From an optimization exercise on the open Yosys and OpenROAD flow, aimed at small area, a short achievable clock period and few clock cycles per item; shortcuts taken in it are not production practice.
Only simulation tests tie the RTL to the original design; equivalence was not proved.
Power is estimated from default activity; no workload was simulated.

// JAM
module JAM (
input CLK,
input RST,
output reg [2:0] W,
output reg [2:0] J,
input [6:0] Cost,
output [3:0] MatchCount,
output reg [9:0] MinCost,
output reg Valid );
Settings: LEC_CHECK=0, ABC_AREA=1, CAP_MARGIN=20, CORE_MARGIN=2, CORE_UTILIZATION=70, SETUP_SLACK_MARGIN=2.0, SLEW_MARGIN=20; clock period 5.0 ns.
run.sh (not shown) runs the stock make flow with config.mk's settings and CLKGATE_MAP_FILE= SYNTH_SCRIPT=/design/flow/synth_recipe.tcl, a recipe that flattens the netlist after the stock synthesis.
Testbench counts at the start, summed over its fixed seeds: cycles 5,819, items 24.
Rerun with:
ABC_AREA = unset   (was 1)
CORE_UTILIZATION = 75   (was 70)
SETUP_SLACK_MARGIN = 2.2   (was 2.0)
Result: Cell count shrinks by 12%; design area goes up by 3.0%; hold slack improves by 0.0053 ns; first-iteration DRC count increases by 22%; via count climbs by 1.4%.
Rerun with:
CORE_UTILIZATION = 70   (was 75)
CTS_CLUSTER_SIZE = 40   (was unset)
Result: Count of clock-buffer cells in the layout fell by 1. Cell area fell by about 0.7%. Worst setup slack improved by 0.33 ns. Clock skew hardly moves. Final cell count rose by 1.7%. Sequential power barely changes. Wire length fell by 11%.
Rerun with:
CTS_CLUSTER_SIZE = unset   (was 40)
SETUP_SLACK_MARGIN = 2.4   (was 2.2)
Die area is unchanged.
Synthesized cell count is unchanged.
Wire length is higher by 14%.
Rerun with:
CORE_UTILIZATION = 80   (was 70)
SETUP_SLACK_MARGIN = 2.2   (was 2.4)
What happened:
- The changed run stopped in global routing on GRT-0232
- synthesized cell count does not change
- area after synthesis stays the same

---

== build 4 ==
Starting RTL as in the previous note.
Design JAM, start of the top module:
module JAM (
input CLK,
input RST,
output reg [2:0] W,
output reg [2:0] J,
input [6:0] Cost,
output [3:0] MatchCount,
output reg [9:0] MinCost,
output reg Valid );
Settings: LEC_CHECK=0, CAP_MARGIN=20, CORE_MARGIN=2, CORE_UTILIZATION=70, SETUP_SLACK_MARGIN=2.4, SLEW_MARGIN=20, TNS_END_PERCENT=10; clock period 5.0 ns.
Build 4: full flow OK, the timing, DRC and antenna checks passed
Testbench counts of build 4, summed over its fixed seeds: cycles 5,819, items 24.
Modified inputs, build 27 compared to build 4
- SETUP_SLACK_MARGIN: 2.4 -> 2.0
- TNS_END_PERCENT: 10 -> unset
--- outcome ---
Looking at count of filler cells inserted in the layout, build 27 sits about 3.2% higher than build 4 does. Going from build 4 to build 27, core utilization shrinks by 1.6 points. Diff build 4 -> build 27 | final worst slack | decrease of 0.12 ns. Build 27 -> build 4: total cell area at the placement stage flat. Taking build 4 as the reference, in build 27 logic gate share of total power down 0.3 points; max-slew headroom at the worst pin went down by 3.6 points; clock network power share now larger; largest stage delay on the critical path went down 0.02 ns. [diff] total design power, build 27 relative to build 4: regression. The higher arrival time at the worst endpoint came out of build 27.
Inputs modified between build 27 and build 77:
- SETUP_SLACK_MARGIN changed from 2.0 to 2.2
- SLEW_MARGIN changed from 20 to 10
- CAP_MARGIN changed from 20 to 10
Results
- In the tables for build 27 and build 77, part of the total power dissipated in sequential elements reads lower with build 27.
- On share of total power in the clock network: build 77 sits below build 27.
- On build 77: total CTS buffers is 1 higher than what build 27 gave.
- Compared build 77 vs build 27, and post-route total power is down in build 77.
- Taking build 27 as the reference, in build 77 initial antenna violation count shows an increase of 1, hold slack shows a reduction of 0.028 ns, final setup TNS shows no meaningful change.

---

Another version of the RTL of JAM (not shown whole).
For scale: roughly 2800 cells after synthesis, ~30 I/O pins, ~28000 sq um of cells after synthesis.
// JAM
module JAM (
input CLK,
input RST,
output reg [2:0] W,
output reg [2:0] J,
input [6:0] Cost,
output [3:0] MatchCount,
output reg [9:0] MinCost,
output reg Valid );
clock: 5.0 ns
lec_check: 0
cap_margin: 20
core_margin: 2
core_utilization: 60
setup_slack_margin: 2.0
slew_margin: 20
The first run finished with timing, DRC and antenna clean.
Testbench counts at the start, summed over its fixed seeds: cycles 5,898, items 24.
Rerun with:
--- a/flow/config.mk
+++ b/flow/config.mk
@@ -10,3 +10,3 @@
 export CORE_UTILIZATION = 60
-export SETUP_SLACK_MARGIN = 2.0
+export SETUP_SLACK_MARGIN = 2.5
 export SLEW_MARGIN = 20
Effect:
- The changed run completed with no timing, DRC or antenna violations
- combinational power increases by 75%
- cell area increases by 11%
- clock skew decreases by 12 ps

---

build 62:
Another version of the RTL of JAM (not shown whole).
For scale: ~2700 cells after synthesis, roughly 30 I/O pins, about 0.028 mm2 of cells after synthesis.
// JAM
module JAM (
input CLK,
input RST,
output reg [2:0] W,
output reg [2:0] J,
input [6:0] Cost,
output [3:0] MatchCount,
output reg [9:0] MinCost,
output reg Valid );
clock: 5.0 ns
lec_check: 0
cap_margin: 20
core_margin: 2
core_utilization: 40
slew_margin: 20
The flow did not stop early for build 62: all stages ran, and the layout cleared the timing, DRC and antenna checks.
Testbench counts of build 62, summed over its fixed seeds: cycles 5,898, items 24.
### build 62 -> build 52
Settings: SETUP_SLACK_MARGIN: unset -> 2.2; CORE_UTILIZATION: 40 -> 60.
==> comparison <==
Power share of the combinational group up 5.6 points in build 52 wrt build 62
Sequential share of layout area on build 52 is down relative to build 62.
Diff build 62 -> build 52: number of global-route vias before repair grew by 1410; number of clock buffer instances in the layout decreased 5.8%; critical path depth rose 4.
The slack of the critical path reported for build 52 is greater than that of build 62 by 550 ps.
The following lists how build 76 was set up differently from build 52:
Settings: a change of SETUP_SLACK_MARGIN from 2.2 to 1.5.
Results
Re total combinational power: build 76 is 36% down on build 52.
Of build 76 and build 52, build 52 shows the higher number of vias in the routed layout, with build 76 below it.
From build 76 to build 52, post-synthesis net count did not move at all.
Looking only at clock-buffer cell count, and setting everything else aside, the lower value of build 76 and build 52 goes to build 52.
Per the comparison of build 76 with build 52, placement-stage cell area down 220 um2; final worst setup slack down 82 ps.

---

JAM with an RTL version that a note above also has.
For scale: about 2700 cells after synthesis, ~500 flip-flops, ~30 I/O pins, about 0.028 mm^2 of cells after synthesis.
==> flow/config.mk <==
export PLATFORM = sky130hd
export DESIGN_NAME = JAM
export DESIGN_NICKNAME = JAM
export VERILOG_FILES = /design/flow/design.v
export SDC_FILE = /design/flow/constraint.sdc
export NUM_CORES = 4
export LEC_CHECK = 0
export CAP_MARGIN = 20
export CORE_MARGIN = 2
export CORE_UTILIZATION = 70
export SETUP_SLACK_MARGIN = 2.6
export SLEW_MARGIN = 20
==> flow/constraint.sdc <==
create_clock -name core_clock -period 5.0 [get_ports {CLK}]
set_input_delay 1.0000 -clock core_clock [delete_from_list [all_inputs] [get_ports {CLK}]]
set_output_delay 1.0000 -clock core_clock [all_outputs]
set_load 0.01 [all_outputs]
Testbench counts at the start, summed over its fixed seeds: cycles 5,819, items 24.
Change:
--- a/flow/config.mk
+++ b/flow/config.mk
@@ -10,3 +10,3 @@
 export CORE_UTILIZATION = 70
-export SETUP_SLACK_MARGIN = 2.6
+export SETUP_SLACK_MARGIN = 2.25
 export SLEW_MARGIN = 20
Hold slack gets worse by 12 ps.
Synthesized cell count is unchanged.
Combinational power went down by 40%.
Change:
--- a/flow/config.mk
+++ b/flow/config.mk
@@ -9,4 +9,4 @@
 export CORE_MARGIN = 2
-export CORE_UTILIZATION = 70
-export SETUP_SLACK_MARGIN = 2.25
+export CORE_UTILIZATION = 60
+export SETUP_SLACK_MARGIN = 2.0
 export SLEW_MARGIN = 20
Effect:
- The changed run passed the timing, DRC and antenna checks
- clock power is higher by a few percent
- power is higher by a few percent
- via count is lower by a little under a tenth
- routed wire length is lower by roughly a tenth
- setup slack gains 73 ps
- area after synthesis does not change
Change:
--- a/flow/config.mk
+++ b/flow/config.mk
@@ -9,3 +9,4 @@
 export CORE_MARGIN = 2
-export CORE_UTILIZATION = 60
+export CORE_UTILIZATION = 70
+export CTS_BUF_LIST = sky130_fd_sc_hd__clkbuf_8
 export SETUP_SLACK_MARGIN = 2.0
Worst hold slack gets better by 6.2 ps.
Global-route usage came out higher by 5.5 points.
Routed wire length came out higher by 1.2%.
Clock power came out lower by 16%.
Die area came out lower by 14%.
Fmax came out lower by 3.8%.
Design area came out lower by 1.1%.
Utilization came out higher by 9.6 points.
Change:
==> flow/config.mk (replaced) <==
export PLATFORM = sky130hd
export DESIGN_NAME = JAM
export DESIGN_NICKNAME = JAM
export VERILOG_FILES = /design/flow/design.v
export SDC_FILE = /design/flow/constraint.sdc
export NUM_CORES = 4
export LEC_CHECK = 0
export CAP_MARGIN = 5
export CORE_MARGIN = 2
export CORE_UTILIZATION = 70
export SETUP_SLACK_MARGIN = 2.2
export SLEW_MARGIN = 5
Global-route usage shrinks by 0.48 points. Hold slack is worse by 24 ps. Synthesized cell count is unchanged. Final area grows by 2.9%. Setup slack is better by 270 ps. First-iteration DRC count grows by 5.3%. Critical path depth does not change. Sequential power is about the same. Power grows by 4.7%. Sequential share of layout area shrinks by 1.1 points.
Change:
--- a/flow/config.mk
+++ b/flow/config.mk
@@ -7,3 +7,3 @@
 export LEC_CHECK = 0
-export CAP_MARGIN = 5
+export CAP_MARGIN = 20
 export CORE_MARGIN = 2
@@ -11,2 +11,3 @@
 export SETUP_SLACK_MARGIN = 2.2
-export SLEW_MARGIN = 5
+export SLEW_MARGIN = 20
+export TNS_END_PERCENT = 10
Result:
- The changed run went through all stages and came out clean
- non-clock buffer count drops by 8
- clock power shrinks by about 3%
- setup slack loses 100 ps
- utilization fell by 0.80 points
- clock-buffer cell count rises by 4
- via count shrinks by about 1%
- wire length rises by 0.47%
- design area decreases by 0.99%
- global-route usage is higher by 0.95 points

---

JAM again, from the RTL that the note above started with.
export LEC_CHECK = 0
export CAP_MARGIN = 20
export CORE_MARGIN = 2
export CORE_UTILIZATION = 70
export CTS_BUF_LIST = sky130_fd_sc_hd__clkbuf_8
export CTS_CLUSTER_SIZE = 30
export SETUP_SLACK_MARGIN = 2.2
export SLEW_MARGIN = 20
create_clock -name core_clock -period 5.0 [get_ports {CLK}]
Testbench counts at the start, summed over its fixed seeds: cycles 5,819, items 24.
Edit:
--- a/flow/config.mk
+++ b/flow/config.mk
@@ -9,6 +9,5 @@
 export CORE_MARGIN = 2
 export CORE_UTILIZATION = 70
-export CTS_BUF_LIST = sky130_fd_sc_hd__clkbuf_8
-export CTS_CLUSTER_SIZE = 30
+export CTS_BUF_LIST = sky130_fd_sc_hd__clkbuf_4
 export SETUP_SLACK_MARGIN = 2.2
 export SLEW_MARGIN = 20
- count of clock-buffer cells in the layout increases by 111
- via count increases by 0.74%
- worst setup slack improved by 0.18 ns
- flip-flop and latch count stays the same
- utilization decreases by 0.26 points
- area after synthesis is unchanged
Edit:
--- a/flow/config.mk
+++ b/flow/config.mk
@@ -9,5 +9,4 @@
 export CORE_MARGIN = 2
 export CORE_UTILIZATION = 70
-export CTS_BUF_LIST = sky130_fd_sc_hd__clkbuf_4
-export SETUP_SLACK_MARGIN = 2.2
+export SETUP_SLACK_MARGIN = 2.1
 export SLEW_MARGIN = 20
After rerunning: Power climbs by 2.8%. Design area fell by 1.4%. Cell count came out lower by 4.9%. Global-route usage hardly moves. First-iteration DRC count grows by 5.0%. Routed wire length is lower by 2.3%. Clock power is higher by 6.3%.
Edit:
--- a/flow/config.mk
+++ b/flow/config.mk
@@ -9,4 +9,6 @@
 export CORE_MARGIN = 2
 export CORE_UTILIZATION = 70
-export SETUP_SLACK_MARGIN = 2.1
+export CTS_BUF_LIST = sky130_fd_sc_hd__clkbuf_8
+export CTS_CLUSTER_SIZE = 24
+export SETUP_SLACK_MARGIN = 2.2
 export SLEW_MARGIN = 20
What happened: The changed run completed without violations. Worst setup slack gets worse by 0.20 ns. Die area does not change. Maximum frequency fell by a few percent. Utilization rose by 1.4 points.
Edit:
--- a/flow/config.mk
+++ b/flow/config.mk
@@ -9,6 +9,4 @@
 export CORE_MARGIN = 2
 export CORE_UTILIZATION = 70
-export CTS_BUF_LIST = sky130_fd_sc_hd__clkbuf_8
-export CTS_CLUSTER_SIZE = 24
 export SETUP_SLACK_MARGIN = 2.2
 export SLEW_MARGIN = 20
What happened: Setup slack improves by 0.24 ns; utilization came out lower by 0.16 points; design area hardly moves; global-route usage came out lower by 0.22 points; via count came out lower by 2.0%; die area is unchanged.
Edit:
--- a/flow/config.mk
+++ b/flow/config.mk
@@ -9,4 +9,4 @@
 export CORE_MARGIN = 2
 export CORE_UTILIZATION = 70
-export SETUP_SLACK_MARGIN = 2.2
+export SETUP_SLACK_MARGIN = 2.15
 export SLEW_MARGIN = 20
Effect: The changed run finished with timing, DRC and antenna clean. Final cell count fell slightly. Combinational power went down by a few percent. Via count is about the same. Wire length came out higher slightly. Total power went down by a few percent. Design area came out lower slightly. Setup slack got worse by 0.048 ns.

[separate check: timing with driven ports]
How much do the figures lean on ideal ports? The routed layouts below were timed once more, with nothing changed but the port constraints. Step 1: set_driving_cell puts a clkbuf_16 on CLK and a buf_2 on each other input, an assumption about the parent block. Step 2 also shifts input and output timing later by t, the mid clock arrival at the registers, as if the neighbouring blocks saw the same clock. Three values: no drivers, after step 1, after step 2; two values: the first two.
run | t (ns) | setup slack, ns | worst slew at a driven data input, ns
the first run of note 1 | 0.658 | 1.930 / 1.930 / 1.486 | 0.04
the second run of note 1 | 0.677 | 1.800 / 1.800 / 1.542 | 0.04
the third run of note 1 | 0.659 | 2.129 / 2.129 / 1.636 | 0.04
the fourth run of note 1 | 0.680 | 1.759 / 1.759 / 1.682 | 0.05
build 4 | 0.654 | 2.072 / 2.061 / 1.658 | 0.03
build 27 | 0.667 | 1.952 / 1.952 / 1.443 | 0.04
build 77 | 0.657 | 2.134 / 2.134 / 1.638 | 0.04
the first run of note 3 | 0.671 | 1.992 / 1.992 / 1.468 | 0.04
the second run of note 3 | 0.663 | 2.208 / 2.208 / 1.971 | 0.04
build 62 | 0.678 | 0.949 / 0.949 / 0.949 | 0.04
build 52 | 0.675 | 1.503 / 1.503 / 1.503 | 0.03
build 76 | 0.657 | 1.421 / 1.421 / 1.288 | 0.04
the first run of note 5 | 0.681 | 1.863 / 1.863 / 1.638 | 0.03
the second run of note 5 | 0.669 | 1.906 / 1.906 / 1.591 | 0.05
the third run of note 5 | 0.663 | 1.978 / 1.978 / 1.513 | 0.04
the fourth run of note 5 | 0.714 | 1.860 / 1.860 / 1.414 | 0.04
the fifth run of note 5 | 0.657 | 2.134 / 2.134 / 1.637 | 0.04
the sixth run of note 5 | 0.661 | 2.034 / 2.034 / 1.564 | 0.05
the first run of note 6 | 0.710 | 1.890 / 1.890 / 1.594 | 0.04
the second run of note 6 | 0.936 | 2.066 / 2.066 / 1.443 | 0.04
the third run of note 6 | 0.670 | 2.085 / 2.085 / 1.547 | 0.04
the fourth run of note 6 | 0.710 | 1.890 / 1.890 / 1.594 | 0.04
the fifth run of note 6 | 0.659 | 2.129 / 2.129 / 1.636 | 0.04
the sixth run of note 6 | 0.671 | 2.081 / 2.081 / 1.592 | 0.04
After both steps setup and hold are still met in every run listed. For the second run of note 6, which loses most, drivers alone change the setup slack by 0.000 ns; drivers and shift together by -0.623 ns.
